What follows belongs to an exercise in optimizing a design on an open flow for small area and a short achievable clock period; a production flow would make more cautious choices.
The RTL was checked by simulation tests, not by an equivalence proof against the original design.
Power and IR drop assume default switching activity.

--- flow/run.sh ---
#!/bin/bash
# The standard layout with two changes in how it is made:
#  - after the standard synthesis, flow/fapol.py chooses the polarity of each
#    full-adder cell so that fewer inverters are needed (registers and their
#    names are untouched; the netlist computes the same function);
#  - timing repair aims past the 10 ns constraint, and the ports are buffered
#    with buf_2 cells.
# Each step's output goes to a log file of its own here (and ORFS's own logs
# stay under orfs/logs/).
set -euo pipefail
R=orfs/results/sky130hd/filter/base
bash standard.sh synth > make_synth.log 2>&1
cp $R/1_2_yosys.v $R/1_2_yosys_std.v
python3 flow/fapol.py $R/1_2_yosys_std.v $R/1_2_yosys.v > fapol.log 2>&1
rm -f $R/1_synth.odb
bash standard.sh SETUP_SLACK_MARGIN=6.8 "BUFFER_PORTS_ARGS=-buffer_cell sky130_fd_sc_hd__buf_2" finish > make_finish.log 2>&1
--- flow/fapol.py ---
#!/usr/bin/env python3
"""Full-adder polarity clean-up on a Yosys gate netlist (sky130hd).

A full adder is self-dual: FA(~a, ~b, ~c) = (~sum, ~cout). Yosys's
extract_fa leaves many inverters between full adders. This pass chooses,
for each fa cell, whether it computes its true or its complemented outputs
(by taking the complements of all three inputs), so that fewer inverters are
needed, and writes the netlist back with the inverters that the choice needs.
Registers and all other cells are kept as they are, with their names; every
net that is kept carries the same function as before.

Usage: fapol.py IN.v OUT.v
"""
import re, sys
from collections import defaultdict

INV = {"sky130_fd_sc_hd__inv_1", "sky130_fd_sc_hd__inv_2"}
FA = "sky130_fd_sc_hd__fa_1"
OUTPINS = {"X", "Y", "Q", "Q_N", "SUM", "COUT", "HI", "LO"}

cell_re = re.compile(r'^[ \t]*(sky130_fd_sc_hd__\w+)\s+(\S+)\s*\((.*?)\);[ \t]*\n', re.S | re.M)
pin_re = re.compile(r'\.(\w+)\(\s*(.*?)\s*\)\s*(?:,|$)', re.S)


def main(inp, outp):
    txt = open(inp).read()
    cells = []
    for m in cell_re.finditer(txt):
        typ, name, body = m.group(1), m.group(2), m.group(3)
        pins = {}
        for pm in pin_re.finditer(body.strip()):
            pins[pm.group(1)] = pm.group(2).strip()
        cells.append({"typ": typ, "name": name, "pins": pins, "span": m.span()})
    rest = cell_re.sub("", txt)
    if re.search(r'\bassign\b', rest):
        raise SystemExit("fapol: netlist has assign statements; not handled")
    if len(re.findall(r'\bmodule\b', txt)) != 1:
        raise SystemExit("fapol: expected exactly one module")
    hdr = re.search(r'module\s+\S+\s*\((.*?)\);', txt, re.S)
    ports = set(p.strip() for p in hdr.group(1).split(','))

    def is_port(n):
        return n.split('[')[0].strip() in ports

    # the cells must sit together, with nothing else between them
    body_start = cells[0]["span"][0]
    body_end = cells[-1]["span"][1]
    between = txt[body_start:body_end]
    if cell_re.sub("", between).strip():
        raise SystemExit("fapol: unexpected text between cells")

    driver = {}
    for i, c in enumerate(cells):
        for p, n in c["pins"].items():
            if n and p in OUTPINS:
                if n in driver:
                    raise SystemExit(f"fapol: net {n} has two drivers")
                driver[n] = (i, p)

    # removable inverters: out net -> in net
    inv_of = {}
    for i, c in enumerate(cells):
        if c["typ"] in INV and not is_port(c["pins"]["Y"]):
            c["removable"] = True
            inv_of[c["pins"]["Y"]] = c["pins"]["A"]

    def base(n):
        pol = 0
        while n in inv_of:
            n = inv_of[n]
            pol ^= 1
        return n, pol

    fas = [i for i, c in enumerate(cells) if c["typ"] == FA
           and not any(is_port(c["pins"][p]) for p in ("SUM", "COUT"))]
    fa_set = set(fas)
    flip = defaultdict(int)

    # consumers of each base signal: (polarity wanted, cell index)
    req = defaultdict(list)
    for i, c in enumerate(cells):
        if c.get("removable"):
            continue
        for p, n in c["pins"].items():
            if p in OUTPINS or not n:
                continue
            b, pol = base(n)
            req[b].append((pol, i))

    def prod(b):
        d = driver.get(b)
        return flip[d[0]] if d is not None and d[0] in fa_set else 0

    def cost_of(b):
        pp = prod(b)
        for pol, i in req.get(b, []):
            if pol ^ flip[i] != pp:
                return 1
        return 0

    def fa_signals(i):
        c = cells[i]
        return {base(c["pins"][p])[0] for p in ("A", "B", "CIN")} | \
               {c["pins"][p] for p in ("SUM", "COUT")}

    allb = set(req) | set(driver)
    before = sum(cost_of(b) for b in allb)
    for _ in range(30):
        improved = False
        for i in fas:
            sig = fa_signals(i)
            c0 = sum(cost_of(b) for b in sig)
            flip[i] ^= 1
            if sum(cost_of(b) for b in sig) < c0:
                improved = True
            else:
                flip[i] ^= 1
        if not improved:
            break
    after = sum(cost_of(b) for b in allb)
    nflip = sum(flip[i] for i in fas)
    print(f"fapol: inverters {before} -> {after}; {nflip} of {len(fas)} fa cells complemented",
          file=sys.stderr)
    if outp is None:
        return

    # net names: polarity 0 of b keeps the name b; polarity 1 reuses the
    # name of an old inverter output of b if there is one
    inv_names = defaultdict(list)
    for n in inv_of:
        b, pol = base(n)
        if pol == 1:
            inv_names[b].append(n)
    wires = []
    cnt = [0]

    def fresh():
        cnt[0] += 1
        n = f"_fapol{cnt[0]}_"
        wires.append(n)
        return n

    names = {}

    def name_for(b, pol):
        if (b, pol) not in names:
            if pol == 0:
                names[(b, pol)] = b
            elif inv_names[b]:
                names[(b, pol)] = inv_names[b][0]
            else:
                names[(b, pol)] = fresh()
        return names[(b, pol)]

    made = set()
    newcells = []

    def net_at(b, want):
        pp = prod(b)
        if want != pp and (b, want) not in made:
            made.add((b, want))
            cnt[0] += 1
            newcells.append(("sky130_fd_sc_hd__inv_1", f"_fapolinv{cnt[0]}_",
                             {"A": name_for(b, pp), "Y": name_for(b, want)}))
        return name_for(b, want)

    out_cells = []
    for i, c in enumerate(cells):
        if c.get("removable"):
            continue
        f = flip[i]
        pins = {}
        for p, n in c["pins"].items():
            if not n:
                pins[p] = n
            elif p in OUTPINS:
                pins[p] = name_for(n, f)
            else:
                b, pol = base(n)
                pins[p] = net_at(b, pol ^ f)
        out_cells.append((c["typ"], c["name"], pins))

    head = txt[:body_start]
    tail = txt[body_end:]
    decl = "".join(f"  wire {w};\n" for w in wires)
    lines = []
    for typ, name, pins in out_cells + newcells:
        ps = ",\n".join(f"    .{p}({n} )" for p, n in pins.items())
        lines.append(f"  {typ} {name} (\n{ps}\n  );\n")
    open(outp, "w").write(head + decl + "".join(lines) + tail)


if __name__ == "__main__":
    main(sys.argv[1], sys.argv[2] if len(sys.argv) > 2 else None)
--- standard.sh ---
#!/bin/bash
# synth_recipe.tcl (not shown) runs the flow's synth.tcl, then flattens the netlist and writes it again
# the make line also repeats each setting of config.mk as NAME=value (left out here)
make -C /OpenROAD-flow-scripts/flow DESIGN_CONFIG=/design/flow/config.mk WORK_HOME=/design/flow/orfs CLKGATE_MAP_FILE= SYNTH_SCRIPT=/design/flow/synth_recipe.tcl "${@:-finish}"
--- config.mk ---
export PLATFORM = sky130hd
export DESIGN_NAME = filter
export DESIGN_NICKNAME = filter
export VERILOG_FILES = /design/flow/design.v
export SDC_FILE = /design/flow/constraint.sdc
export NUM_CORES = 4
export LEC_CHECK = 0
export CAP_MARGIN = 20
export CORE_MARGIN = 2
export CORE_UTILIZATION = 40
export CTS_BUF_LIST = sky130_fd_sc_hd__clkbuf_8 sky130_fd_sc_hd__clkbuf_16
export CTS_CLUSTER_DIAMETER = 100
export CTS_CLUSTER_SIZE = 20
export SLEW_MARGIN = 20
--- constraint.sdc ---
create_clock -name core_clock -period 10.0 [get_ports {clk}]
set_input_delay 2.0000 -clock core_clock [delete_from_list [all_inputs] [get_ports {clk}]]
set_output_delay 2.0000 -clock core_clock [all_outputs]
set_load 0.01 [all_outputs]
--- design.v ---
module multiply
  (
   input wire [15:0]  x,
   input wire [23:0]  d,    
   output wire [15:0] z0,
   output wire [15:0] z1,
   output wire        zg,
   output wire [5:0]  zl0,
   output wire [5:0]  zl1
   );
   wire [17:0] xs = {x[15], x, 1'b0};
   wire one0 = d[0], two0 = d[1], neg0 = d[2];
   wire [16:0] pp0 = (({17{one0}} & xs[17:1]) | ({17{two0}} & xs[16:0])) ^ {17{neg0}};
   wire one1 = d[3], two1 = d[4], neg1 = d[5];
   wire [16:0] pp1 = (({17{one1}} & xs[17:1]) | ({17{two1}} & xs[16:0])) ^ {17{neg1}};
   wire one2 = d[6], two2 = d[7], neg2 = d[8];
   wire [16:0] pp2 = (({17{one2}} & xs[17:1]) | ({17{two2}} & xs[16:0])) ^ {17{neg2}};
   wire one3 = d[9], two3 = d[10], neg3 = d[11];
   wire [16:0] pp3 = (({17{one3}} & xs[17:1]) | ({17{two3}} & xs[16:0])) ^ {17{neg3}};
   wire one4 = d[12], two4 = d[13], neg4 = d[14];
   wire [16:0] pp4 = (({17{one4}} & xs[17:1]) | ({17{two4}} & xs[16:0])) ^ {17{neg4}};
   wire one5 = d[15], two5 = d[16], neg5 = d[17];
   wire [16:0] pp5 = (({17{one5}} & xs[17:1]) | ({17{two5}} & xs[16:0])) ^ {17{neg5}};
   wire one6 = d[18], two6 = d[19], neg6 = d[20];
   wire [16:0] pp6 = (({17{one6}} & xs[17:1]) | ({17{two6}} & xs[16:0])) ^ {17{neg6}};
   wire one7 = d[21], two7 = d[22], neg7 = d[23];
   wire [16:0] pp7 = (({17{one7}} & xs[17:1]) | ({17{two7}} & xs[16:0])) ^ {17{neg7}};
   wire n0 = pp0[10] ^ pp1[8];
   wire n1 = pp0[10] & pp1[8];
   wire n2 = pp0[11] ^ pp1[9];
   wire n3 = pp0[11] & pp1[9];
   wire n4 = pp0[12] ^ pp1[10] ^ pp2[8];
   wire n5 = (pp0[12] & pp1[10]) | (pp0[12] & pp2[8]) | (pp1[10] & pp2[8]);
   wire n6 = pp3[6] ^ pp4[4];
   wire n7 = pp3[6] & pp4[4];
   wire n8 = pp0[13] ^ pp1[11] ^ pp2[9];
   wire n9 = (pp0[13] & pp1[11]) | (pp0[13] & pp2[9]) | (pp1[11] & pp2[9]);
   wire n10 = pp3[7] ^ pp4[5];
   wire n11 = pp3[7] & pp4[5];
   wire n12 = pp0[14] ^ pp1[12] ^ pp2[10];
   wire n13 = (pp0[14] & pp1[12]) | (pp0[14] & pp2[10]) | (pp1[12] & pp2[10]);
   wire n14 = pp3[8] ^ pp4[6] ^ pp5[4];
   wire n15 = (pp3[8] & pp4[6]) | (pp3[8] & pp5[4]) | (pp4[6] & pp5[4]);
   wire n16 = pp6[2] ^ pp7[0];
   wire n17 = pp6[2] & pp7[0];
   wire n18 = pp0[15] ^ pp1[13] ^ pp2[11];
   wire n19 = (pp0[15] & pp1[13]) | (pp0[15] & pp2[11]) | (pp1[13] & pp2[11]);
   wire n20 = pp3[9] ^ pp4[7] ^ pp5[5];
   wire n21 = (pp3[9] & pp4[7]) | (pp3[9] & pp5[5]) | (pp4[7] & pp5[5]);
   wire n22 = pp6[3] ^ pp7[1];
   wire n23 = pp6[3] & pp7[1];
   wire n24 = ~pp0[16] ^ pp1[14] ^ pp2[12];
   wire n25 = (~pp0[16] & pp1[14]) | (~pp0[16] & pp2[12]) | (pp1[14] & pp2[12]);
   wire n26 = pp3[10] ^ pp4[8] ^ pp5[6];
   wire n27 = (pp3[10] & pp4[8]) | (pp3[10] & pp5[6]) | (pp4[8] & pp5[6]);
   wire n28 = pp6[4] ^ pp7[2];
   wire n29 = pp6[4] & pp7[2];
   wire n30 = pp1[15] ^ pp2[13] ^ pp3[11];
   wire n31 = (pp1[15] & pp2[13]) | (pp1[15] & pp3[11]) | (pp2[13] & pp3[11]);
   wire n32 = pp4[9] ^ pp5[7] ^ pp6[5];
   wire n33 = (pp4[9] & pp5[7]) | (pp4[9] & pp6[5]) | (pp5[7] & pp6[5]);
   wire n34 = ~pp1[16] ^ pp2[14] ^ pp3[12];
   wire n35 = (~pp1[16] & pp2[14]) | (~pp1[16] & pp3[12]) | (pp2[14] & pp3[12]);
   wire n36 = pp4[10] ^ pp5[8];
   wire n37 = pp4[10] & pp5[8];
   wire n38 = pp2[15] ^ pp3[13] ^ pp4[11];
   wire n39 = (pp2[15] & pp3[13]) | (pp2[15] & pp4[11]) | (pp3[13] & pp4[11]);
   wire n40 = ~pp2[16] ^ pp3[14];
   wire n41 = ~pp2[16] & pp3[14];
   wire n42 = pp0[6] ^ pp1[4];
   wire n43 = pp0[6] & pp1[4];
   wire n44 = pp0[7] ^ pp1[5];
   wire n45 = pp0[7] & pp1[5];
   wire n46 = pp0[8] ^ pp1[6] ^ pp2[4];
   wire n47 = (pp0[8] & pp1[6]) | (pp0[8] & pp2[4]) | (pp1[6] & pp2[4]);
   wire n48 = pp3[2] ^ pp4[0];
   wire n49 = pp3[2] & pp4[0];
   wire n50 = pp0[9] ^ pp1[7] ^ pp2[5];
   wire n51 = (pp0[9] & pp1[7]) | (pp0[9] & pp2[5]) | (pp1[7] & pp2[5]);
   wire n52 = pp3[3] ^ pp4[1];
   wire n53 = pp3[3] & pp4[1];
   wire n54 = n0 ^ pp2[6] ^ pp3[4];
   wire n55 = (n0 & pp2[6]) | (n0 & pp3[4]) | (pp2[6] & pp3[4]);
   wire n56 = pp4[2] ^ pp5[0] ^ neg5;
   wire n57 = (pp4[2] & pp5[0]) | (pp4[2] & neg5) | (pp5[0] & neg5);
   wire n58 = n1 ^ n2 ^ pp2[7];
   wire n59 = (n1 & n2) | (n1 & pp2[7]) | (n2 & pp2[7]);
   wire n60 = pp3[5] ^ pp4[3] ^ pp5[1];
   wire n61 = (pp3[5] & pp4[3]) | (pp3[5] & pp5[1]) | (pp4[3] & pp5[1]);
   wire n62 = n3 ^ n4 ^ n6;
   wire n63 = (n3 & n4) | (n3 & n6) | (n4 & n6);
   wire n64 = pp5[2] ^ pp6[0] ^ neg6;
   wire n65 = (pp5[2] & pp6[0]) | (pp5[2] & neg6) | (pp6[0] & neg6);
   wire n66 = n5 ^ n7 ^ n8;
   wire n67 = (n5 & n7) | (n5 & n8) | (n7 & n8);
   wire n68 = n10 ^ pp5[3] ^ pp6[1];
   wire n69 = (n10 & pp5[3]) | (n10 & pp6[1]) | (pp5[3] & pp6[1]);
   wire n70 = n9 ^ n11 ^ n12;
   wire n71 = (n9 & n11) | (n9 & n12) | (n11 & n12);
   wire n72 = n14 ^ n16 ^ neg7;
   wire n73 = (n14 & n16) | (n14 & neg7) | (n16 & neg7);
   wire n74 = n13 ^ n15 ^ n17;
   wire n75 = (n13 & n15) | (n13 & n17) | (n15 & n17);
   wire n76 = n18 ^ n20 ^ n22;
   wire n77 = (n18 & n20) | (n18 & n22) | (n20 & n22);
   wire n78 = n19 ^ n21 ^ n23;
   wire n79 = (n19 & n21) | (n19 & n23) | (n21 & n23);
   wire n80 = n24 ^ n26 ^ n28;
   wire n81 = (n24 & n26) | (n24 & n28) | (n26 & n28);
   wire n82 = n25 ^ n27 ^ n29;
   wire n83 = (n25 & n27) | (n25 & n29) | (n27 & n29);
   wire n84 = n30 ^ n32 ^ pp7[3];
   wire n85 = (n30 & n32) | (n30 & pp7[3]) | (n32 & pp7[3]);
   wire n86 = n31 ^ n33 ^ n34;
   wire n87 = (n31 & n33) | (n31 & n34) | (n33 & n34);
   wire n88 = n36 ^ pp6[6] ^ pp7[4];
   wire n89 = (n36 & pp6[6]) | (n36 & pp7[4]) | (pp6[6] & pp7[4]);
   wire n90 = n35 ^ n37 ^ n38;
   wire n91 = (n35 & n37) | (n35 & n38) | (n37 & n38);
   wire n92 = pp5[9] ^ pp6[7] ^ pp7[5];
   wire n93 = (pp5[9] & pp6[7]) | (pp5[9] & pp7[5]) | (pp6[7] & pp7[5]);
   wire n94 = n39 ^ n40 ^ pp4[12];
   wire n95 = (n39 & n40) | (n39 & pp4[12]) | (n40 & pp4[12]);
   wire n96 = pp5[10] ^ pp6[8] ^ pp7[6];
   wire n97 = (pp5[10] & pp6[8]) | (pp5[10] & pp7[6]) | (pp6[8] & pp7[6]);
   wire n98 = n41 ^ pp3[15] ^ pp4[13];
   wire n99 = (n41 & pp3[15]) | (n41 & pp4[13]) | (pp3[15] & pp4[13]);
   wire n100 = pp5[11] ^ pp6[9] ^ pp7[7];
   wire n101 = (pp5[11] & pp6[9]) | (pp5[11] & pp7[7]) | (pp6[9] & pp7[7]);
   wire n102 = ~pp3[16] ^ pp4[14] ^ pp5[12];
   wire n103 = (~pp3[16] & pp4[14]) | (~pp3[16] & pp5[12]) | (pp4[14] & pp5[12]);
   wire n104 = pp6[10] ^ pp7[8];
   wire n105 = pp6[10] & pp7[8];
   wire n106 = pp4[15] ^ pp5[13] ^ pp6[11];
   wire n107 = (pp4[15] & pp5[13]) | (pp4[15] & pp6[11]) | (pp5[13] & pp6[11]);
   wire n108 = ~pp4[16] ^ pp5[14];
   wire n109 = ~pp4[16] & pp5[14];
   wire n110 = pp0[4] ^ pp1[2];
   wire n111 = pp0[4] & pp1[2];
   wire n112 = pp0[5] ^ pp1[3];
   wire n113 = pp0[5] & pp1[3];
   wire n114 = n42 ^ pp2[2] ^ pp3[0];
   wire n115 = (n42 & pp2[2]) | (n42 & pp3[0]) | (pp2[2] & pp3[0]);
   wire n116 = n43 ^ n44 ^ pp2[3];
   wire n117 = (n43 & n44) | (n43 & pp2[3]) | (n44 & pp2[3]);
   wire n118 = n45 ^ n46 ^ n48;
   wire n119 = (n45 & n46) | (n45 & n48) | (n46 & n48);
   wire n120 = n47 ^ n49 ^ n50;
   wire n121 = (n47 & n49) | (n47 & n50) | (n49 & n50);
   wire n122 = n51 ^ n53 ^ n54;
   wire n123 = (n51 & n53) | (n51 & n54) | (n53 & n54);
   wire n124 = n55 ^ n57 ^ n58;
   wire n125 = (n55 & n57) | (n55 & n58) | (n57 & n58);
   wire n126 = n59 ^ n61 ^ n62;
   wire n127 = (n59 & n61) | (n59 & n62) | (n61 & n62);
   wire n128 = n63 ^ n65 ^ n66;
   wire n129 = (n63 & n65) | (n63 & n66) | (n65 & n66);
   wire n130 = n67 ^ n69 ^ n70;
   wire n131 = (n67 & n69) | (n67 & n70) | (n69 & n70);
   wire n132 = n71 ^ n73 ^ n74;
   wire n133 = (n71 & n73) | (n71 & n74) | (n73 & n74);
   wire n134 = n75 ^ n77 ^ n78;
   wire n135 = (n75 & n77) | (n75 & n78) | (n77 & n78);
   wire n136 = n79 ^ n81 ^ n82;
   wire n137 = (n79 & n81) | (n79 & n82) | (n81 & n82);
   wire n138 = n83 ^ n85 ^ n86;
   wire n139 = (n83 & n85) | (n83 & n86) | (n85 & n86);
   wire n140 = n87 ^ n89 ^ n90;
   wire n141 = (n87 & n89) | (n87 & n90) | (n89 & n90);
   wire n142 = n91 ^ n93 ^ n94;
   wire n143 = (n91 & n93) | (n91 & n94) | (n93 & n94);
   wire n144 = n95 ^ n97 ^ n98;
   wire n145 = (n95 & n97) | (n95 & n98) | (n97 & n98);
   wire n146 = n99 ^ n101 ^ n102;
   wire n147 = (n99 & n101) | (n99 & n102) | (n101 & n102);
   wire n148 = n103 ^ n105 ^ n106;
   wire n149 = (n103 & n105) | (n103 & n106) | (n105 & n106);
   wire n150 = n107 ^ n108 ^ pp6[12];
   wire n151 = (n107 & n108) | (n107 & pp6[12]) | (n108 & pp6[12]);
   wire n152 = n109 ^ pp5[15] ^ pp6[13];
   wire n153 = (n109 & pp5[15]) | (n109 & pp6[13]) | (pp5[15] & pp6[13]);
   wire n154 = ~pp5[16] ^ pp6[14];
   wire n155 = ~pp5[16] & pp6[14];
   wire n156 = pp0[2] ^ pp1[0];
   wire n157 = pp0[2] & pp1[0];
   wire n158 = pp0[3] ^ pp1[1];
   wire n159 = pp0[3] & pp1[1];
   wire n160 = n110 ^ pp2[0] ^ neg2;
   wire n161 = (n110 & pp2[0]) | (n110 & neg2) | (pp2[0] & neg2);
   wire n162 = n111 ^ n112 ^ pp2[1];
   wire n163 = (n111 & n112) | (n111 & pp2[1]) | (n112 & pp2[1]);
   wire n164 = n113 ^ n114 ^ neg3;
   wire n165 = (n113 & n114) | (n113 & neg3) | (n114 & neg3);
   wire n166 = n115 ^ n116 ^ pp3[1];
   wire n167 = (n115 & n116) | (n115 & pp3[1]) | (n116 & pp3[1]);
   wire n168 = n117 ^ n118 ^ neg4;
   wire n169 = (n117 & n118) | (n117 & neg4) | (n118 & neg4);
   wire n170 = n119 ^ n120 ^ n52;
   wire n171 = (n119 & n120) | (n119 & n52) | (n120 & n52);
   wire n172 = n121 ^ n122 ^ n56;
   wire n173 = (n121 & n122) | (n121 & n56) | (n122 & n56);
   wire n174 = n123 ^ n124 ^ n60;
   wire n175 = (n123 & n124) | (n123 & n60) | (n124 & n60);
   wire n176 = n125 ^ n126 ^ n64;
   wire n177 = (n125 & n126) | (n125 & n64) | (n126 & n64);
   wire n178 = n127 ^ n128 ^ n68;
   wire n179 = (n127 & n128) | (n127 & n68) | (n128 & n68);
   wire n180 = n129 ^ n130 ^ n72;
   wire n181 = (n129 & n130) | (n129 & n72) | (n130 & n72);
   wire n182 = n131 ^ n132 ^ n76;
   wire n183 = (n131 & n132) | (n131 & n76) | (n132 & n76);
   wire n184 = n133 ^ n134 ^ n80;
   wire n185 = (n133 & n134) | (n133 & n80) | (n134 & n80);
   wire n186 = n135 ^ n136 ^ n84;
   wire n187 = (n135 & n136) | (n135 & n84) | (n136 & n84);
   wire n188 = n137 ^ n138 ^ n88;
   wire n189 = (n137 & n138) | (n137 & n88) | (n138 & n88);
   wire n190 = n139 ^ n140 ^ n92;
   wire n191 = (n139 & n140) | (n139 & n92) | (n140 & n92);
   wire n192 = n141 ^ n142 ^ n96;
   wire n193 = (n141 & n142) | (n141 & n96) | (n142 & n96);
   wire n194 = n143 ^ n144 ^ n100;
   wire n195 = (n143 & n144) | (n143 & n100) | (n144 & n100);
   wire n196 = n145 ^ n146 ^ n104;
   wire n197 = (n145 & n146) | (n145 & n104) | (n146 & n104);
   wire n198 = n147 ^ n148 ^ pp7[9];
   wire n199 = (n147 & n148) | (n147 & pp7[9]) | (n148 & pp7[9]);
   wire n200 = n149 ^ n150 ^ pp7[10];
   wire n201 = (n149 & n150) | (n149 & pp7[10]) | (n150 & pp7[10]);
   wire n202 = n151 ^ n152 ^ pp7[11];
   wire n203 = (n151 & n152) | (n151 & pp7[11]) | (n152 & pp7[11]);
   wire n204 = n153 ^ n154 ^ pp7[12];
   wire n205 = (n153 & n154) | (n153 & pp7[12]) | (n154 & pp7[12]);
   wire n206 = n155 ^ pp6[15] ^ pp7[13];
   wire n207 = (n155 & pp6[15]) | (n155 & pp7[13]) | (pp6[15] & pp7[13]);
   wire n208 = ~pp6[16] ^ pp7[14];
   wire n209 = ~pp6[16] & pp7[14];
   wire n210 = pp0[0] & neg0;
   wire n211 = pp0[0] | neg0;
   wire n212 = n156 & neg1;
   wire n213 = n156 | neg1;
   wire n214 = n157 & n158;
   wire n215 = n157 | n158;
   wire n216 = n159 & n160;
   wire n217 = n159 | n160;
   wire n218 = n161 & n162;
   wire n219 = n161 | n162;
   wire n220 = n163 & n164;
   wire n221 = n163 | n164;
   wire n222 = n165 & n166;
   wire n223 = n165 | n166;
   wire n224 = n167 & n168;
   wire n225 = n167 | n168;
   wire n226 = pp0[1] & n210;
   wire n227 = pp0[1] & n211;
   wire n228 = n214 | (n215 & n212);
   wire n229 = n215 & n213;
   wire n230 = n228 | (n229 & n226);
   wire n231 = n229 & n227;
   wire n232 = n218 | (n219 & n216);
   wire n233 = n219 & n217;
   wire n234 = n224 | (n225 & n222);
   wire n235 = n225 & n223;
   wire n236 = n234 | (n235 & n220);
   wire n237 = n235 & n221;
   wire n238 = n236 | (n237 & n232);
   wire n239 = n237 & n233;
   wire n240 = n238 | (n239 & n230);
   wire n241 = n239 & n231;
   assign zg = n240;
   assign zl0 = {n179, n177, n175, n173, n171, n169};
   assign zl1 = {n180, n178, n176, n174, n172, n170};
   assign z0 = {~pp7[16], n209, n207, n205, n203, n201, n199, n197, n195, n193, n191, n189, n187, n185, n183, n181};
   assign z1 = {1'b0, pp7[15], n208, n206, n204, n202, n200, n198, n196, n194, n192, n190, n188, n186, n184, n182};
endmodule
module recode
  (
   input wire [15:0]  y,
   output wire [23:0] d
   );
   wire [16:0] yy = {y, 1'b0};
   genvar j;
   generate
      for (j = 0; j < 8; j = j + 1) begin: dig
         wire b2 = yy[2*j+2], b1 = yy[2*j+1], b0 = yy[2*j];
         assign d[3*j]   = b1 ^ b0;
         assign d[3*j+1] = (b2 & ~b1 & ~b0) | (~b2 & b1 & b0);
         assign d[3*j+2] = b2 & ~(b1 & b0);
      end
   endgenerate
endmodule
module summult
  (
   input wire         clk,
   input wire         first,
   input wire [15:0]  a0,
   input wire [15:0]  a1,
   input wire         ag,
   input wire [5:0]  al0,
   input wire [5:0]  al1,
   input wire [15:0]  b0,
   input wire [15:0]  b1,
   input wire         bg,
   input wire [5:0]  bl0,
   input wire [5:0]  bl1,
   output reg [15:0]  sum
   );
   reg [15:0] acc0, acc1;
   wire [15:0] q0 = first ? 16'hAAB0 : acc0;
   wire [15:0] q1 = first ? 16'h0000 : acc1;
   wire s0 = al0[0] & al1[0];
   wire s1 = al0[0] | al1[0];
   wire s2 = al0[1] & al1[1];
   wire s3 = al0[1] | al1[1];
   wire s4 = al0[2] & al1[2];
   wire s5 = al0[2] | al1[2];
   wire s6 = al0[3] & al1[3];
   wire s7 = al0[3] | al1[3];
   wire s8 = al0[4] & al1[4];
   wire s9 = al0[4] | al1[4];
   wire s10 = al0[5] & al1[5];
   wire s11 = al0[5] | al1[5];
   wire s12 = s2 | (s3 & s0);
   wire s13 = s3 & s1;
   wire s14 = s12 | (s13 & ag);
   wire s15 = s6 | (s7 & s4);
   wire s16 = s7 & s5;
   wire s17 = s10 | (s11 & s8);
   wire s18 = s11 & s9;
   wire s19 = s17 | (s18 & s15);
   wire s20 = s18 & s16;
   wire s21 = s19 | (s20 & s14);
   wire s22 = bl0[0] & bl1[0];
   wire s23 = bl0[0] | bl1[0];
   wire s24 = bl0[1] & bl1[1];
   wire s25 = bl0[1] | bl1[1];
   wire s26 = bl0[2] & bl1[2];
   wire s27 = bl0[2] | bl1[2];
   wire s28 = bl0[3] & bl1[3];
   wire s29 = bl0[3] | bl1[3];
   wire s30 = bl0[4] & bl1[4];
   wire s31 = bl0[4] | bl1[4];
   wire s32 = bl0[5] & bl1[5];
   wire s33 = bl0[5] | bl1[5];
   wire s34 = s24 | (s25 & s22);
   wire s35 = s25 & s23;
   wire s36 = s34 | (s35 & bg);
   wire s37 = s28 | (s29 & s26);
   wire s38 = s29 & s27;
   wire s39 = s32 | (s33 & s30);
   wire s40 = s33 & s31;
   wire s41 = s39 | (s40 & s37);
   wire s42 = s40 & s38;
   wire s43 = s41 | (s42 & s36);
   wire s44 = q0[0] ^ q1[0] ^ a0[0];
   wire s45 = (q0[0] & q1[0]) | (q0[0] & a0[0]) | (q1[0] & a0[0]);
   wire s46 = q0[1] ^ q1[1];
   wire s47 = q0[1] & q1[1];
   wire s48 = q0[2] ^ q1[2];
   wire s49 = q0[2] & q1[2];
   wire s50 = q0[3] ^ q1[3];
   wire s51 = q0[3] & q1[3];
   wire s52 = q0[4] ^ q1[4];
   wire s53 = q0[4] & q1[4];
   wire s54 = q0[5] ^ q1[5];
   wire s55 = q0[5] & q1[5];
   wire s56 = q0[6] ^ q1[6];
   wire s57 = q0[6] & q1[6];
   wire s58 = q0[7] ^ q1[7];
   wire s59 = q0[7] & q1[7];
   wire s60 = q0[8] ^ q1[8];
   wire s61 = q0[8] & q1[8];
   wire s62 = q0[9] ^ q1[9];
   wire s63 = q0[9] & q1[9];
   wire s64 = q0[10] ^ q1[10];
   wire s65 = q0[10] & q1[10];
   wire s66 = q0[11] ^ q1[11];
   wire s67 = q0[11] & q1[11];
   wire s68 = q0[12] ^ q1[12];
   wire s69 = q0[12] & q1[12];
   wire s70 = q0[13] ^ q1[13];
   wire s71 = q0[13] & q1[13];
   wire s72 = q0[14] ^ q1[14];
   wire s73 = q0[14] & q1[14];
   wire s74 = q0[15] ^ q1[15];
   wire s75 = q0[15] & q1[15];
   wire s76 = s44 ^ a1[0] ^ b0[0];
   wire s77 = (s44 & a1[0]) | (s44 & b0[0]) | (a1[0] & b0[0]);
   wire s78 = s45 ^ s46 ^ a0[1];
   wire s79 = (s45 & s46) | (s45 & a0[1]) | (s46 & a0[1]);
   wire s80 = a1[1] ^ b0[1];
   wire s81 = a1[1] & b0[1];
   wire s82 = s47 ^ s48 ^ a0[2];
   wire s83 = (s47 & s48) | (s47 & a0[2]) | (s48 & a0[2]);
   wire s84 = a1[2] ^ b0[2] ^ b1[2];
   wire s85 = (a1[2] & b0[2]) | (a1[2] & b1[2]) | (b0[2] & b1[2]);
   wire s86 = s49 ^ s50 ^ a0[3];
   wire s87 = (s49 & s50) | (s49 & a0[3]) | (s50 & a0[3]);
   wire s88 = a1[3] ^ b0[3] ^ b1[3];
   wire s89 = (a1[3] & b0[3]) | (a1[3] & b1[3]) | (b0[3] & b1[3]);
   wire s90 = s51 ^ s52 ^ a0[4];
   wire s91 = (s51 & s52) | (s51 & a0[4]) | (s52 & a0[4]);
   wire s92 = a1[4] ^ b0[4] ^ b1[4];
   wire s93 = (a1[4] & b0[4]) | (a1[4] & b1[4]) | (b0[4] & b1[4]);
   wire s94 = s53 ^ s54 ^ a0[5];
   wire s95 = (s53 & s54) | (s53 & a0[5]) | (s54 & a0[5]);
   wire s96 = a1[5] ^ b0[5] ^ b1[5];
   wire s97 = (a1[5] & b0[5]) | (a1[5] & b1[5]) | (b0[5] & b1[5]);
   wire s98 = s55 ^ s56 ^ a0[6];
   wire s99 = (s55 & s56) | (s55 & a0[6]) | (s56 & a0[6]);
   wire s100 = a1[6] ^ b0[6] ^ b1[6];
   wire s101 = (a1[6] & b0[6]) | (a1[6] & b1[6]) | (b0[6] & b1[6]);
   wire s102 = s57 ^ s58 ^ a0[7];
   wire s103 = (s57 & s58) | (s57 & a0[7]) | (s58 & a0[7]);
   wire s104 = a1[7] ^ b0[7] ^ b1[7];
   wire s105 = (a1[7] & b0[7]) | (a1[7] & b1[7]) | (b0[7] & b1[7]);
   wire s106 = s59 ^ s60 ^ a0[8];
   wire s107 = (s59 & s60) | (s59 & a0[8]) | (s60 & a0[8]);
   wire s108 = a1[8] ^ b0[8] ^ b1[8];
   wire s109 = (a1[8] & b0[8]) | (a1[8] & b1[8]) | (b0[8] & b1[8]);
   wire s110 = s61 ^ s62 ^ a0[9];
   wire s111 = (s61 & s62) | (s61 & a0[9]) | (s62 & a0[9]);
   wire s112 = a1[9] ^ b0[9] ^ b1[9];
   wire s113 = (a1[9] & b0[9]) | (a1[9] & b1[9]) | (b0[9] & b1[9]);
   wire s114 = s63 ^ s64 ^ a0[10];
   wire s115 = (s63 & s64) | (s63 & a0[10]) | (s64 & a0[10]);
   wire s116 = a1[10] ^ b0[10] ^ b1[10];
   wire s117 = (a1[10] & b0[10]) | (a1[10] & b1[10]) | (b0[10] & b1[10]);
   wire s118 = s65 ^ s66 ^ a0[11];
   wire s119 = (s65 & s66) | (s65 & a0[11]) | (s66 & a0[11]);
   wire s120 = a1[11] ^ b0[11] ^ b1[11];
   wire s121 = (a1[11] & b0[11]) | (a1[11] & b1[11]) | (b0[11] & b1[11]);
   wire s122 = s67 ^ s68 ^ a0[12];
   wire s123 = (s67 & s68) | (s67 & a0[12]) | (s68 & a0[12]);
   wire s124 = a1[12] ^ b0[12] ^ b1[12];
   wire s125 = (a1[12] & b0[12]) | (a1[12] & b1[12]) | (b0[12] & b1[12]);
   wire s126 = s69 ^ s70 ^ a0[13];
   wire s127 = (s69 & s70) | (s69 & a0[13]) | (s70 & a0[13]);
   wire s128 = a1[13] ^ b0[13] ^ b1[13];
   wire s129 = (a1[13] & b0[13]) | (a1[13] & b1[13]) | (b0[13] & b1[13]);
   wire s130 = s71 ^ s72 ^ a0[14];
   wire s131 = (s71 & s72) | (s71 & a0[14]) | (s72 & a0[14]);
   wire s132 = a1[14] ^ b0[14] ^ b1[14];
   wire s133 = (a1[14] & b0[14]) | (a1[14] & b1[14]) | (b0[14] & b1[14]);
   wire s134 = s73 ^ s74 ^ a0[15];
   wire s135 = (s73 & s74) | (s73 & a0[15]) | (s74 & a0[15]);
   wire s136 = a1[15] ^ b0[15] ^ b1[15];
   wire s137 = (a1[15] & b0[15]) | (a1[15] & b1[15]) | (b0[15] & b1[15]);
   wire s138 = s76 ^ b1[0];
   wire s139 = s76 & b1[0];
   wire s140 = s77 ^ s78 ^ s80;
   wire s141 = (s77 & s78) | (s77 & s80) | (s78 & s80);
   wire s142 = s79 ^ s81 ^ s82;
   wire s143 = (s79 & s81) | (s79 & s82) | (s81 & s82);
   wire s144 = s83 ^ s85 ^ s86;
   wire s145 = (s83 & s85) | (s83 & s86) | (s85 & s86);
   wire s146 = s87 ^ s89 ^ s90;
   wire s147 = (s87 & s89) | (s87 & s90) | (s89 & s90);
   wire s148 = s91 ^ s93 ^ s94;
   wire s149 = (s91 & s93) | (s91 & s94) | (s93 & s94);
   wire s150 = s95 ^ s97 ^ s98;
   wire s151 = (s95 & s97) | (s95 & s98) | (s97 & s98);
   wire s152 = s99 ^ s101 ^ s102;
   wire s153 = (s99 & s101) | (s99 & s102) | (s101 & s102);
   wire s154 = s103 ^ s105 ^ s106;
   wire s155 = (s103 & s105) | (s103 & s106) | (s105 & s106);
   wire s156 = s107 ^ s109 ^ s110;
   wire s157 = (s107 & s109) | (s107 & s110) | (s109 & s110);
   wire s158 = s111 ^ s113 ^ s114;
   wire s159 = (s111 & s113) | (s111 & s114) | (s113 & s114);
   wire s160 = s115 ^ s117 ^ s118;
   wire s161 = (s115 & s117) | (s115 & s118) | (s117 & s118);
   wire s162 = s119 ^ s121 ^ s122;
   wire s163 = (s119 & s121) | (s119 & s122) | (s121 & s122);
   wire s164 = s123 ^ s125 ^ s126;
   wire s165 = (s123 & s125) | (s123 & s126) | (s125 & s126);
   wire s166 = s127 ^ s129 ^ s130;
   wire s167 = (s127 & s129) | (s127 & s130) | (s129 & s130);
   wire s168 = s131 ^ s133 ^ s134;
   wire s169 = (s131 & s133) | (s131 & s134) | (s133 & s134);
   wire s170 = s138 ^ s21;
   wire s171 = s138 & s21;
   wire s172 = s139 ^ s140 ^ b1[1];
   wire s173 = (s139 & s140) | (s139 & b1[1]) | (s140 & b1[1]);
   wire s174 = s141 ^ s142 ^ s84;
   wire s175 = (s141 & s142) | (s141 & s84) | (s142 & s84);
   wire s176 = s143 ^ s144 ^ s88;
   wire s177 = (s143 & s144) | (s143 & s88) | (s144 & s88);
   wire s178 = s145 ^ s146 ^ s92;
   wire s179 = (s145 & s146) | (s145 & s92) | (s146 & s92);
   wire s180 = s147 ^ s148 ^ s96;
   wire s181 = (s147 & s148) | (s147 & s96) | (s148 & s96);
   wire s182 = s149 ^ s150 ^ s100;
   wire s183 = (s149 & s150) | (s149 & s100) | (s150 & s100);
   wire s184 = s151 ^ s152 ^ s104;
   wire s185 = (s151 & s152) | (s151 & s104) | (s152 & s104);
   wire s186 = s153 ^ s154 ^ s108;
   wire s187 = (s153 & s154) | (s153 & s108) | (s154 & s108);
   wire s188 = s155 ^ s156 ^ s112;
   wire s189 = (s155 & s156) | (s155 & s112) | (s156 & s112);
   wire s190 = s157 ^ s158 ^ s116;
   wire s191 = (s157 & s158) | (s157 & s116) | (s158 & s116);
   wire s192 = s159 ^ s160 ^ s120;
   wire s193 = (s159 & s160) | (s159 & s120) | (s160 & s120);
   wire s194 = s161 ^ s162 ^ s124;
   wire s195 = (s161 & s162) | (s161 & s124) | (s162 & s124);
   wire s196 = s163 ^ s164 ^ s128;
   wire s197 = (s163 & s164) | (s163 & s128) | (s164 & s128);
   wire s198 = s165 ^ s166 ^ s132;
   wire s199 = (s165 & s166) | (s165 & s132) | (s166 & s132);
   wire s200 = s167 ^ s168 ^ s136;
   wire s201 = (s167 & s168) | (s167 & s136) | (s168 & s136);
   wire [15:0] r0 = {s199, s197, s195, s193, s191, s189, s187, s185, s183, s181, s179, s177, s175, s173, s171, s170};
   wire [15:0] r1 = {s200, s198, s196, s194, s192, s190, s188, s186, s184, s182, s180, s178, s176, s174, s172, s43};
   always @(posedge clk) begin
      acc0 <= r0;
      acc1 <= r1;
      sum <= acc0 + acc1;
   end
endmodule
module filter
  #(
    parameter WIDTH = 32,
    parameter MWIDTH = 1,
    parameter FLTLEN = 8,
    parameter ID = 123
    )
   (
    input wire                   clk,
    input wire                   rst_n,
    input wire [WIDTH-1:0]       in_data,
    input wire                   in_nd,
    input wire [MWIDTH-1:0]      in_m,
    input wire [32-1:0]  in_msg,
    input wire                   in_msg_nd,
    output wire [WIDTH-1:0]      out_data,
    output wire                  out_nd,
    output wire [MWIDTH-1:0]     out_m,
    output wire                  error
    );
   integer j;
   reg [1:0] g;
   always @(posedge clk)
     if (!rst_n)
       g <= 2'd0;
     else
       g <= g + 2'd1;
   wire last = (g == 2'd3);
   reg [2:0]   which_pos;
   reg         setting_taps;
   reg         tap_set_error;
   assign error = tap_set_error;
   wire hdr    = in_msg[32-1];
   wire our_id = (in_msg[16:7] == ID);
   always @(posedge clk)
     if (!rst_n) begin
        setting_taps <= 1'b0;
        tap_set_error <= 1'b0;
     end else if (in_msg_nd) begin
        if (hdr) begin
           if (setting_taps)
             tap_set_error <= 1'b1;
           if (our_id) begin
              which_pos <= 3'd0;
              setting_taps <= 1'b1;
           end
        end else if (setting_taps) begin
           if (which_pos == 3'd7) begin
              which_pos <= 3'd0;
              setting_taps <= 1'b0;
           end else
             which_pos <= which_pos + 3'd1;
        end
     end
   reg [15:0]  tr [0:7];
   reg [7:0]   tv;
   wire [2:0]  wslot = which_pos - {g, 1'b0} - 3'd2;
   wire        twr = in_msg_nd & setting_taps;
   reg [15:0]  tr_d [0:7];
   reg [7:0]   tv_d;
   always @* begin
      for (j = 0; j < 8; j = j + 1) begin
         tr_d[j] = (twr && wslot == j) ? in_msg[15:0] : tr[(j+2)%8];
         tv_d[j] = rst_n & ((twr && wslot == j) | tv[(j+2)%8]);
      end
   end
   always @(posedge clk)
     for (j = 0; j < 8; j = j + 1)
       tr[j] <= tr_d[j];
   always @(posedge clk)
     tv <= tv_d;
   reg [31:0]  inbuf;
   reg         mbuf;
   reg         pending;
   always @(posedge clk)
     if (in_nd) begin
        inbuf <= in_data;
        mbuf <= in_m;
     end
   always @(posedge clk)
     if (!rst_n)
       pending <= 1'b0;
     else
       pending <= in_nd | (pending & ~last);
   wire ins = pending & last;
   reg [31:0]  hr [0:7];
   reg [7:0]   hv;
   always @(posedge clk)
     if (ins) begin
        hr[0] <= inbuf;
        for (j = 1; j < 8; j = j + 1)
          hr[j] <= hr[(j+1)%8];
     end else
       for (j = 0; j < 8; j = j + 1)
         hr[j] <= hr[(j+2)%8];
   wire [7:0]  hv_d = !rst_n ? 8'd0 :
                      ins ? ({hv[0], hv[7:1]} | 8'd1) : {hv[1:0], hv[7:2]};
   always @(posedge clk)
     hv <= hv_d;
   reg [6:0]   q;
   always @(posedge clk)
     if (!rst_n)
       q <= 7'd0;
     else
       q <= {q[5:0], ins};
   assign out_nd = q[6];
   reg mframe, mout;
   always @(posedge clk)
     if (last) begin
        mout <= mframe;
        if (pending)
          mframe <= mbuf;
     end
   assign out_m = mout;
   wire [15:0] ta_d = tr[2] & {16{tv[2] & hv_d[0]}};
   wire [15:0] tb_d = tr[3] & {16{tv[3] & hv_d[1]}};
   wire [23:0] da_d, db_d;
   recode rca (.y(ta_d), .d(da_d));
   recode rcb (.y(tb_d), .d(db_d));
   reg [23:0]  da, db;
   always @(posedge clk) begin
      da <= da_d;
      db <= db_d;
   end
   localparam K = 8;             
   localparam W = 14 - K;
   wire [15:0]  ra0, ra1, rb0, rb1, ia0, ia1, ib0, ib1;
   wire         rag, rbg, iag, ibg;
   wire [W-1:0] ral0, ral1, rbl0, rbl1, ial0, ial1, ibl0, ibl1;
   multiply mra (.x(hr[0][31:16]), .d(da), .z0(ra0), .z1(ra1), .zg(rag), .zl0(ral0), .zl1(ral1));
   multiply mrb (.x(hr[1][31:16]), .d(db), .z0(rb0), .z1(rb1), .zg(rbg), .zl0(rbl0), .zl1(rbl1));
   multiply mia (.x(hr[0][15:0]),  .d(da), .z0(ia0), .z1(ia1), .zg(iag), .zl0(ial0), .zl1(ial1));
   multiply mib (.x(hr[1][15:0]),  .d(db), .z0(ib0), .z1(ib1), .zg(ibg), .zl0(ibl0), .zl1(ibl1));
   reg [15:0]  pra0, pra1, prb0, prb1, pia0, pia1, pib0, pib1;
   reg         prag, prbg, piag, pibg;
   reg [W-1:0] pral0, pral1, prbl0, prbl1, pial0, pial1, pibl0, pibl1;
   always @(posedge clk) begin
      pra0 <= ra0; pra1 <= ra1; prag <= rag; pral0 <= ral0; pral1 <= ral1;
      prb0 <= rb0; prb1 <= rb1; prbg <= rbg; prbl0 <= rbl0; prbl1 <= rbl1;
      pia0 <= ia0; pia1 <= ia1; piag <= iag; pial0 <= ial0; pial1 <= ial1;
      pib0 <= ib0; pib1 <= ib1; pibg <= ibg; pibl0 <= ibl0; pibl1 <= ibl1;
   end
   wire [15:0] acc_re, acc_im;
   summult sre (.clk(clk), .first(q[1]),
                .a0(pra0), .a1(pra1), .ag(prag), .al0(pral0), .al1(pral1),
                .b0(prb0), .b1(prb1), .bg(prbg), .bl0(prbl0), .bl1(prbl1),
                .sum(acc_re));
   summult sim (.clk(clk), .first(q[1]),
                .a0(pia0), .a1(pia1), .ag(piag), .al0(pial0), .al1(pial1),
                .b0(pib0), .b1(pib1), .bg(pibg), .bl0(pibl0), .bl1(pibl1),
                .sum(acc_im));
   assign out_data = {acc_re, acc_im};
endmodule
==> impl_metrics.toml, run 1 <==
[status]
outcome = "complete, no violations"

[layout]
final_cell_count_no_fill = 5898
synthToLayoutAreaGrowth_pct = 11.5
drive_gt1_share_pct = 13.7
fin_nets = 5050

[clocking]
htree_levels = 2
clkTransAtPathRegs_ns = 0.08
cts_root_buf = "clkbuf_16"
cts_buffers = 48
clk_path_buf_depth = 3
cts_tree = "done"
clock_sinks = 770
cts_hold_buf = 0
insertion_delay_ns = 0.68

[worst_setup_path]
crit_type = "reg -> out"
crit_chain = "buf_2"
cp.depth = 1
cp.arrival_ns = 1.22
cpMaxStageDelayCell = "edfxtp_1"
critical_path.top_delay_family = "flip-flops"
ff2ff_path_depth = 13
cp.required_ns = 8.00
cp-start-kind = "flop"
slowest_delay_ns = 0.39
critPathBufInv = 1
path_max_fanout = 1
end_kind = "primary output"

[power]
comb_power_share_pct = 19.8
p_leak_nw = 22.1
power_density_nw_per_um2 = 144
power_frac_seq_pct = 52.3
switchingPower_w = 0.00216
max-vdd-ir-drop_uv = 168
power_frac_clock_pct = 27.8
switching_share_pct = 29.9
p_int_w = 0.00506

[placed_design]
pre_cts_slack_ns = 6.21
dp_hpwl_um = 76300
gp_congestion = 0.869
portBuffers = 89
dp_cells = 5740

[job]
maxCapViolations = 0

[floorplanning]
initial_core_util_pct = 40.2
fp.dieW_um = 339
rows = 123
core_um2 = 112000
die-area_um2 = 115000
boundaryPins = 104
die_h_um = 339

[global_route]
overflow = 0
grt_max_degree = 112
grt_pass1_wl_um = 189000
antenna_found_initial = 6
grt_pass1_vias = 31200
grtUsageTotal_pct = 21.0

[logic_synthesis]
synthCells = 4456
syn_avg_cell_area_um2 = 10.1
yosys_warnings = 8
syn_nets = 5131
syn_area_um2 = 45000

[timing]
max_slew_margin_pct = 32.7
fin_tns_setup_ns = 0
fmaxAchievable_mhz = 310
final_max_slew_viol_count = 0
setup_viol_count_final = 0
hold_viol = 0
whs_ns = 0.415
rsz0062_at_grt = "true"
min_period_over_period_pct = 32.2
setup_ws_ns = 6.78
period_needed_ns = 3.22
clock_skew_ns = 0.0320
worstMarginPinSlew_ns = 1.01

[detailed_routing]
viasPerCell = 5.34
ant_nets = 0
drt_iter0_drc = 3123
vias = 31500
firstDrtPassIters = 9
drc = 0
wire_per_inst_um = 21.2
wl_um = 125000

[worst_hold_path]
hold_path_class = "reg -> reg"
whs_path_depth = 2
per-stage QoR:
step | power, W | instance area, um^2 | util (%)
5_1_grt | 0.00767 | 50200 | 44.8
6_report | 0.00721 | 50200 | 44.8
3_5_place_dp | 0.00527 | 46500 | 41.5
3_3_place_gp | 0.00522 | 46500 | 41.5
4_1_cts | 0.00730 | 48900 | 43.6
2_1_floorplan | 0.00480 | 45100 | -
layout by cell type, fill, tap and decap left out, types with 22 or more instances in the layout:
cell type,instances
nor2_1,78
buf_12,44
dfxtp_4,53
a21oi_1,39
dfxtp_2,23
fa_1,428
mux2_2,131
edfxtp_1,38
buf_6,27
xor2_1,194
and3_1,36
buf_4,59
dfxtp_1,656
inv_1,227
buf_2,89
maj3_1,22
ha_1,166
clkbuf_16,64
xnor2_1,379
a22oi_2,26
nor2b_1,67
a22oi_1,450
o21ai_0,45
nand2_1,848
power groups by stage:
stage               Sequential [W]  Clock [W]  Combinational (W)
floorplan                  0.00370          0            0.00110
global placement           0.00384          0            0.00138
detailed placement         0.00385          0            0.00142
CTS                        0.00378    0.00209            0.00143
global route               0.00382    0.00219            0.00165
finish                     0.00378    0.00201            0.00143
what timing repair did:
action | 4_1_cts | 5_1_grt
pin swaps | 2 | 54
gates cloned | 4 | 16
setup buffers | 26 | 39
endpoints found under the setup margin | 199 | 179
gates resized for setup | 159 | 156
worst paths after layout:
kind / slack [ns] / startpoint / endpoint
setup / recovery: 6.78 / mout$_DFFE_PN_ / out_m[0]
hold / removal: 0.42 / hr[5][16]$_DFF_P_ / hr[4][16]$_DFF_P_
setup reg to reg: 6.79 / da[4]$_DFF_P_ / piag$_DFF_P_
hold reg to reg: 0.42 / hr[5][16]$_DFF_P_ / hr[4][16]$_DFF_P_
per-layer routing:
layer	GRT usage, %	wire, um	up-vias
met2	32.0	54300	1439
met4	8.21	5490	10
met5	0	65	-
li1	-	-	14300
met1	29.3	53900	15400
met3	4.13	11200	326
flip-flops by register name, indices dropped and copies added, names as in the netlist, 16 cells and up:
name and flops:
sre.sum 16, hr 256, sre.acc1 16, sre.acc0 16, tr 128, da 24, pra0 16, sim.acc1 16
db 24, sim.sum 16, pib0 16, prb0 16, pia0 16, inbuf 32, sim.acc0 16
layout make-up:
class,instances,area (um^2)
Timing Repair Buffer,254,2870
Clock inverter,23,209
Inverter,224,868
Tap cell,1500,1880
Clock buffer,49,1210
Multi-Input combinational cell,3077,27100
Antenna cell,1,2.50
Sequential cell,770,16000
Fill cell,10700,61900
worst register-to-register path: stages, from the launching register on:
cell      delay, ns
dfxtp_1        0.37
buf_12         0.22
a22oi_1        0.13
xnor2_1        0.14
ha_1           0.29
inv_1          0.06
fa_1           0.44
fa_1           0.54
nor2_1         0.05
maj3_1         0.35
a311oi_1       0.24
o21ai_0        0.12
nor2_1         0.10
nor2_1         0.05
==> run 2, diff against run 1 <==
--- a/flow/run.sh
+++ b/flow/run.sh
@@ -15,2 +15,2 @@
 rm -f $R/1_synth.odb
-bash standard.sh SETUP_SLACK_MARGIN=6.8 "BUFFER_PORTS_ARGS=-buffer_cell sky130_fd_sc_hd__buf_2" finish > make_finish.log 2>&1
+bash standard.sh SETUP_SLACK_MARGIN=6.7 "BUFFER_PORTS_ARGS=-buffer_cell sky130_fd_sc_hd__buf_2" finish > make_finish.log 2>&1
--- a/config.mk
+++ b/config.mk
@@ -13,2 +13,3 @@
 export CTS_CLUSTER_SIZE = 20
+export PLACE_DENSITY = 0.75
 export SLEW_MARGIN = 20
==> run 2 against run 1 <==
Compared with the run above:
- still clean on timing, DRC and antenna
- first-iteration DRC count up 12%
- count of clock-buffer cells in the layout down 1
- wire length down 7.5%
- global-route usage down 1.7 points
- via count about the same
- power down 0.58%
==> impl_metrics.toml, run 2 <==
[status]
outcome = "complete, no violations"

[floorplanning]
boundaryPins = 104
fp.dieW_um = 339
die_h_um = 339
core_um2 = 112000
initial_core_util_pct = 40.2
die-area_um2 = 115000
rows = 123

[detailed_routing]
wl_um = 115000
drt_iter0_drc = 3506
viasPerCell = 5.40
firstDrtPassIters = 6
vias = 31500
wire_per_inst_um = 19.8
ant_nets = 0
drc = 0

[layout]
regArea_um2 = 16000
antennaDiodeCount = 0
fin_nets = 4991
reg_top3 = "hr (256), tr (128), inbuf (32)"
top_register = "hr"
layout.cells.most_common = "nand2_1"
fillers = 10500
layout_common_cells = "848 x nand2_1, 659 x dfxtp_1, 472 x a22oi_1"
finish.utilization_pct = 43.7
synthToLayoutAreaGrowth_pct = 8.76
largest_reg_flops = 256
multiInputGateArea_um2 = 27000
drive_gt1_share_pct = 11.7

[logic_synthesis]
syn_avg_cell_area_um2 = 10.1
yosys_warnings = 8
syn_nets = 5131
synthCells = 4456
syn_area_um2 = 45000

[power]
power_frac_clock_pct = 27.5
p_int_w = 0.00503
switchingPower_w = 0.00214
max-vdd-ir-drop_uv = 117
switching_share_pct = 29.9
power_frac_seq_pct = 53.4
comb_power_share_pct = 19.1
p_leak_nw = 21.5
power_density_nw_per_um2 = 147

[timing]
worstMarginPinSlew_ns = 1.01
fmaxAchievable_mhz = 302
fin_tns_setup_ns = 0
setup_viol_count_final = 0
hold_viol = 0
whs_ns = 0.418
min_period_over_period_pct = 33.1
setup_ws_ns = 6.69
final_max_slew_viol_count = 0
clock_skew_ns = 0.0398
period_needed_ns = 3.31
rsz0062_at_grt = "true"
max_slew_margin_pct = 32.9

[worst_setup_path]
regToRegSetupSlack_ns = 6.69
cp.arrival_ns = 3.90
rr_endpoint = "pibg$_DFF_P_"
cp-start-kind = "flop"
ff2ff_path_depth = 9
timing.rr.start = "hr[1][6]$_DFF_P_"
path_max_fanout = 17
crit_type = "reg -> reg"
cp.required_ns = 10.59
end_kind = "flop"

[placed_design]
pre_cts_slack_ns = 6.25
portBuffers = 89
dp_hpwl_um = 74100
gp_congestion = 0.906

[clocking]
clk_path_buf_depth = 3
cts_tree = "done"
cts_root_buf = "clkbuf_16"
cts_buffers = 48
cts_hold_buf = 0
clkTransAtPathRegs_ns = 0.08
clock_sinks = 770
insertion_delay_ns = 0.65
htree_levels = 2

[global_route]
overflow = 0
grt_max_degree = 108
grt_pass1_vias = 31400
antenna_found_initial = 8
grtUsageTotal_pct = 19.3
grt_pass1_wl_um = 178000

[worst_hold_path]
hold_start = "hr[2][31]$_DFF_P_"
holdPathEnd = "hr[1][31]$_DFF_P_"
whs_path_depth = 2
hold_path_class = "reg -> reg"

[job]
maxCapViolations = 0
## run 2: changes by cell type in the layout (fill, tap and decap cells not counted), sizes merged
| cell | before | now |
|---|---|---|
| buf | 233 | 183 |
| clkbuf | 66 | 60 |
| bufbuf | 4 | 0 |
| clkinv | 7 | 5 |
| inv | 238 | 236 |
| clkinvlp | 2 | 3 |
| diode | 1 | 0 |
## run 2: cell type report
type	instances	share of cell area, %
clock inverters	20	0.368
inverters	224	1.77
flip-flops and latches	770	32.7
well taps	1500	3.84
clock buffers	48	2.45
repair buffers	195	3.82
multi-input cells	3077	55.1
## run 2: worst max-delay path, cell delays in order, from the launching register on
cell	delay (ns)
dfxtp_2	0.69
a22oi_1	0.21
xor2_1	0.20
fa_1	0.53
inv_1	0.06
fa_1	0.49
fa_1	0.54
inv_1	0.07
a222oi_1	0.24
a22o_1	0.18
## run 2: repair_timing
action,CTS,global route
pin swaps,0,8
gates resized for setup,84,124
gates cloned,0,9
endpoints found under the setup margin,163,191
buffers inserted,7,21
## run 2: worst max path at each step
stage	endpoint	slack, ns	start
final	pibg$_DFF_P_	6.69	hr[1][6]$_DFF_P_
after detailed placement	prbg$_DFF_P_	6.25	hr[1][19]$_DFF_P_
after global placement	prbg$_DFF_P_	6.30	hr[1][19]$_DFF_P_
after global routing	piag$_DFF_P_	6.55	hr[0][6]$_DFF_P_
after floorplan	prbg$_DFF_P_	6.65	hr[1][22]$_DFF_P_
after CTS	piag$_DFF_P_	6.61	hr[0][3]$_DFF_P_
## run 2: layer usage
layer	GRT usage [%]	part of all wire, %
met5	0	0.075
met4	9.31	5.7
met3	4.25	10
met2	29.2	43
met1	26.1	41
## run 2: metrics by stage
step	cell area [um^2]	std cells	total power (W)
floorplan	45000	4456	0.00480
global placement	46400	5729	0.00519
detailed placement	46400	5729	0.00526
CTS	48100	5804	0.00724
global route	48900	5834	0.00760
finish	48900	5834	0.00717
## run 2: power by group through the flow
stage / registers, W / logic (W) / clock network, W
6_report: 0.00383 / 0.00137 / 0.00197
5_1_grt: 0.00387 / 0.00159 / 0.00214
4_1_cts: 0.00382 / 0.00139 / 0.00203
3_5_place_dp: 0.00389 / 0.00138 / 0
3_3_place_gp: 0.00387 / 0.00132 / 0
2_1_floorplan: 0.00370 / 0.00110 / 0
==> run 3, diff against run 2 <==
--- a/config.mk
+++ b/config.mk
@@ -13,3 +13,2 @@
 export CTS_CLUSTER_SIZE = 20
-export PLACE_DENSITY = 0.75
 export SLEW_MARGIN = 20
==> run 3 against run 2 <==
Compared with the run above:
- non-clock buffer count up 11
- synthesized cell count unchanged
- critical path type unchanged
- combinational power up 3%
==> impl_metrics.toml, run 3 <==
[logic_synthesis]
synthCells = 4456
yosys_warnings = 8
syn_area_um2 = 45000
syn_nets = 5131
syn_avg_cell_area_um2 = 10.1

[timing]
setup_ws_ns = 6.76
final_max_slew_viol_count = 0
min_period_over_period_pct = 32.4
setup_viol_count_final = 0
worstMarginPinSlew_ns = 1.08
clock_skew_ns = 0.0325
fin_tns_setup_ns = 0
hold_viol = 0
fmaxAchievable_mhz = 309
max_slew_margin_pct = 28.3
period_needed_ns = 3.24
rsz0062_at_grt = "true"

[floorplanning]
fp.dieW_um = 339
initial_core_util_pct = 40.2
die-area_um2 = 115000
die_h_um = 339
core_um2 = 112000
rows = 123
boundaryPins = 104

[detailed_routing]
wire_per_inst_um = 20.1
drc = 0
firstDrtPassIters = 5
wl_um = 118000
drt_iter0_drc = 2896
ant_nets = 0
viasPerCell = 5.25
vias = 30700

[clocking]
cts_tree = "done"
htree_levels = 2
clock_sinks = 770
cts_buffers = 48
clk_path_buf_depth = 3
cts_root_buf = "clkbuf_16"
insertion_delay_ns = 0.67
clkTransAtPathRegs_ns = 0.09

[worst_setup_path]
cp.required_ns = 10.50
path_max_fanout = 11
cp-start-kind = "flop"
crit_type = "reg -> reg"
cp.arrival_ns = 3.73
end_kind = "flop"

[global_route]
grt_max_degree = 111
grt_pass1_vias = 30600
grt_pass1_wl_um = 181000
antenna_found_initial = 7
grtUsageTotal_pct = 19.9
overflow = 0

[power]
switching_share_pct = 29.7
p_total_w = 0.00719
max-vdd-ir-drop_uv = 140
p_int_w = 0.00505
power_density_nw_per_um2 = 146
comb_power_share_pct = 19.6
switchingPower_w = 0.00214
power_frac_seq_pct = 52.5
power_frac_clock_pct = 27.9
p_leak_nw = 21.6

[layout]
largest_reg_flops = 256
top_register = "hr"
drive_gt1_share_pct = 11.7
layout.cells.most_common = "nand2_1"
reg_top3 = "hr (256), tr (128), inbuf (32)"
regArea_um2 = 15900
fillers = 10700
layout_common_cells = "848 x nand2_1, 670 x dfxtp_1, 469 x a22oi_1"
synthToLayoutAreaGrowth_pct = 9.21
fin_nets = 5002
multiInputGateArea_um2 = 27000

[placed_design]
pre_cts_slack_ns = 6.07
gp_congestion = 0.862
dp_hpwl_um = 75500
portBuffers = 89

[worst_hold_path]
hold_path_class = "reg -> reg"

[job]
maxCapViolations = 0

[status]
outcome = "complete, no violations"
-- run 3: routing by layer --
| layer | up-vias | track usage (%) | share of wire, % |
|---|---|---|---|
| met4 | 8 | 7.38 | 4.1 |
| met2 | 1231 | 30.3 | 43 |
| met3 | 221 | 3.94 | 7.8 |
| met1 | 15000 | 28.0 | 45 |
| met5 | - | 0 | 0.043 |
| li1 | 14200 | - | - |
-- run 3: power groups by stage --
stage | clock network (W) | logic (W) | registers (W)
2_1_floorplan | 0 | 0.00110 | 0.00370
3_3_place_gp | 0 | 0.00139 | 0.00383
3_5_place_dp | 0 | 0.00142 | 0.00384
4_1_cts | 0.00208 | 0.00143 | 0.00377
5_1_grt | 0.00220 | 0.00163 | 0.00382
6_report | 0.00201 | 0.00141 | 0.00377
-- run 3: metrics by stage --
step / cell area, um^2 / hold WS, ns / cells / utilization, %
6_report: 49100 / 0.412 / 5849 / 43.9
4_1_cts: 48300 / 0.417 / 5827 / 43.1
2_1_floorplan: 45000 / 0.400 / 4456 / -
3_5_place_dp: 46600 / 0.417 / 5748 / 41.6
3_3_place_gp: 46600 / 0.404 / 5748 / 41.6
5_1_grt: 49100 / 0.431 / 5848 / 43.9
-- run 3: what timing repair did --
action,CTS,global route
gates resized for setup,91,144
hold buffers,0,0
gates cloned,0,10
pin swaps,0,4
buffers inserted,8,11
setup endpoints to repair,197,151
-- run 3: critical path, cell delays in order (launching register included) --
cell,delay [ns]
dfxtp_4,0.41
buf_12,0.18
clkinvlp_4,0.10
buf_4,0.20
xnor2_1,0.15
fa_1,0.48
inv_1,0.07
fa_1,0.42
fa_1,0.49
fa_1,0.53
-- run 3: cell type report --
| class | instances | share of cell area (%) |
|---|---|---|
| clock buffers | 49 | 2.50 |
| diodes | 1 | 0.00509 |
| clock inverters | 22 | 0.384 |
| flip-flops and latches | 770 | 32.5 |
| well taps | 1500 | 3.82 |
| inverters | 224 | 1.77 |
| repair buffers | 206 | 4.14 |
| multi-input cells | 3077 | 54.9 |
-- run 3: worst paths after layout --
| check | start | endpoint | slack (ns) | depth (start not counted) |
|---|---|---|---|---|
| setup / recovery | da[11]$_DFF_P_ | pia0[2]$_DFF_P_ | 6.76 | 9 |
| hold / removal | hr[2][27]$_DFF_P_ | hr[0][27]$_DFF_P_ | 0.41 | 2 |
| setup reg to reg | da[11]$_DFF_P_ | pia0[2]$_DFF_P_ | 6.76 | 9 |
| hold reg to reg | hr[2][27]$_DFF_P_ | hr[0][27]$_DFF_P_ | 0.41 | 2 |

[port drivers added, routing unchanged]
Ports are ideal in the flow. The routed layouts listed here were re-timed in OpenROAD. Step 1, drivers: a clkbuf_16 drives clk and a buf_2 each remaining input, both assumed. Step 2 times the ports against the registers' clock, not the clock port: input delays grow and output delays shrink by t, the midpoint of the rising clock arrivals with the driver on. Three values: no drivers, after step 1, after step 2; two values: the first two.
run | t, ns | setup WS [ns] | worst data-port slew with drivers (ns)
run 1 | 0.738 | 6.778 / 6.703 / 6.321 | 0.07
run 2 | 0.702 | 6.690 / 6.690 / 6.315 | 0.09
run 3 | 0.721 | 6.764 / 6.714 / 6.320 | 0.07
After both steps every run listed still meets setup and hold. For run 1, which loses most, drivers alone change the setup slack by -0.075 ns; drivers and shift together by -0.457 ns.
